Source: an optimization exercise on an open RTL-to-GDS flow (aim: small area, a short achievable clock period and few clock cycles per item). Production flows keep margins and buffers that such runs may drop.
Where RTL was checked, it was by simulation tests only, not by an equivalence proof against the original.

// M1
module M1 (
  input logic Clock,
  input logic Resetn,
  input logic Start,
  output logic Stop,
  output logic[17:0]   SRAM_address,
  output logic[15:0]   SRAM_write_data,
  output logic         SRAM_we_n,
  input logic[15:0]    SRAM_read_data
);
export LEC_CHECK = 0
export CAP_MARGIN = 20
export CORE_MARGIN = 2
export CORE_UTILIZATION = 70
export SLEW_MARGIN = 20
create_clock -name core_clock -period 24.0 [get_ports {Clock}]
standard.sh (not shown) runs the stock make flow with config.mk's settings and CLKGATE_MAP_FILE= SYNTH_SCRIPT=/design/flow/synth_recipe.tcl, a recipe that flattens the netlist after the stock synthesis.
==> flow/flow/run.sh <==
#!/bin/bash
# Standard synthesis and layout, with faster port buffers (buf_4) and the
# extra ORFS settings listed in flow/make.env (one NAME=value per line).
# Logs go to this folder.
set -uo pipefail
here=$(pwd)
args=()
while IFS= read -r line; do [ -n "$line" ] && args+=("$line"); done < flow/make.env
bash standard.sh synth > "$here/synth.log" 2>&1 || exit 1
bash standard.sh finish "BUFFER_PORTS_ARGS=-buffer_cell sky130_fd_sc_hd__buf_4" \
  "${args[@]}" > "$here/layout.log" 2>&1 || exit 1
==> flow/flow/make.env <==
CTS_CLUSTER_SIZE=25
CTS_CLUSTER_DIAMETER=100
Testbench counts at the start, summed over its fixed seeds: cycles 768,120, images 4.
Change:
--- a/flow/config.mk
+++ b/flow/config.mk
@@ -8,4 +8,4 @@
 export CAP_MARGIN = 20
 export CORE_MARGIN = 2
-export CORE_UTILIZATION = 70
+export CORE_UTILIZATION = 60
 export SLEW_MARGIN = 20
Worst hold slack got worse by 0.014 ns.
Area after synthesis is unchanged.
Wire length goes up by a few percent.
Register-to-register slack gets worse by 0.08 ns.
Worst setup slack improves by 0.0051 ns.
Global-route usage decreases by 3.1 points.


M1, a different RTL version from the one above (not shown whole).
Size: about 2,400 cells after synthesis, about 350 flip-flops, ~24,000 µm² of cells after synthesis.
==> flow/config.mk <==
export PLATFORM = sky130hd
export DESIGN_NAME = M1
export DESIGN_NICKNAME = M1
export VERILOG_FILES = /design/flow/design.v
export SDC_FILE = /design/flow/constraint.sdc
export NUM_CORES = 4
export LEC_CHECK = 0
export CAP_MARGIN = 20
export CORE_MARGIN = 2
export CORE_UTILIZATION = 40
export SLEW_MARGIN = 20
==> flow/constraint.sdc <==
create_clock -name core_clock -period 24.0 [get_ports {Clock}]
set_input_delay 4.8000 -clock core_clock [delete_from_list [all_inputs] [get_ports {Clock}]]
set_output_delay 4.8000 -clock core_clock [all_outputs]
set_load 0.01 [all_outputs]
==> flow/flow/run.sh <==
#!/bin/bash
# Standard synthesis and layout, with faster port buffers (buf_4) and
# clock-tree clustering settings from flow/cts.env. Logs go to this folder.
set -uo pipefail
here=$(pwd)
bash standard.sh synth > "$here/synth.log" 2>&1 || exit 1
bash standard.sh finish "BUFFER_PORTS_ARGS=-buffer_cell sky130_fd_sc_hd__buf_4" \
  $(cat flow/cts.env) > "$here/layout.log" 2>&1 || exit 1
==> flow/flow/cts.env <==
CTS_CLUSTER_SIZE=30 CTS_CLUSTER_DIAMETER=80
The first run ran to the end with no violations.
==> next run, changes <==
==> flow/flow/cts.env (replaced) <==

First-iteration DRC count increases by a few percent.
Core utilization rises by 0.90 points.
Design area goes up by a few percent.
Non-clock buffer count stays the same.
Function was not checked in any run of this note: the RTL went through the layout flow alone.


M1, a different RTL version from the one above (not shown whole).
Size in the first run: about 1800 cells after synthesis, about 55 I/O pins, about 21000 sq um of cells after synthesis.
clock: 24.0 ns
lec_check: 0
cap_margin: 20
core_margin: 2
core_utilization: 40
slew_margin: 20
==> flow/flow/run.sh <==
#!/bin/bash
# Standard synthesis and layout, with faster port buffers (buf_4) and the
# extra ORFS settings listed in flow/make.env (one NAME=value per line).
# Logs go to this folder.
set -uo pipefail
here=$(pwd)
args=()
while IFS= read -r line; do [ -n "$line" ] && args+=("$line"); done < flow/make.env
bash standard.sh synth > "$here/synth.log" 2>&1 || exit 1
bash standard.sh finish "BUFFER_PORTS_ARGS=-buffer_cell sky130_fd_sc_hd__buf_4" \
  "${args[@]}" > "$here/layout.log" 2>&1 || exit 1
==> flow/flow/make.env <==
CTS_ARGS=-sink_clustering_enable -repair_clock_nets -sink_clustering_size 25 -sink_clustering_max_diameter 100 -branching_point_buffers_distance 2000 -distance_between_buffers 2000
The first run finished clean.
Testbench counts at the start, summed over its fixed seeds: cycles 768,120, images 4.
==> next run, changes <==
==> flow/flow/make.env (replaced) <==
CTS_CLUSTER_SIZE=25
CTS_CLUSTER_DIAMETER=100
What happened:
- The new run produced a clean layout
- utilization does not change
- cell area is unchanged
- critical path depth stays the same
- setup slack stays the same
- register-to-register slack is about the same
- cell count stays the same
- synthesized area does not change

-- what the ideal ports hide --
Ports are ideal in the flow. The routed layouts listed here were re-timed in OpenROAD.
Step 1 sets driving cells, clkbuf_16 on the clock port and buf_2 on the other inputs (assumed; they add their load-dependent delay and slew).
Step 2 also shifts input and output timing later by t, the mid clock arrival at the registers, as if the neighbouring blocks saw the same clock.
a / b / c = ideal / step 1 / step 2; a / b = the first two.
run | shift t [ns] | setup slack, ns | worst data-port slew with drivers (ns) | pins driven straight from the clock port
the first run of note 1 | 0.558 | 18.139 / 18.090 / 18.100 | 0.04 | 1
the second run of note 1 | 0.552 | 18.144 / 18.094 / 18.005 | 0.04 | 1
the first run of note 2 | 0.621 | 18.058 / 18.001 / 18.510 | 0.07 | 1
the second run of note 2 | 0.627 | 18.074 / 18.016 / 18.498 | 0.06 | 1
the first run of note 3 | 0.574 | 18.117 / 18.067 / 18.513 | 0.05 | 1
the second run of note 3 | 0.574 | 18.117 / 18.067 / 18.513 | 0.05 | 1
After both steps every run listed still meets setup and hold. The setup slack of the second run of note 1, which loses most, moves by -0.050 ns with the drivers and by -0.139 ns with both steps.
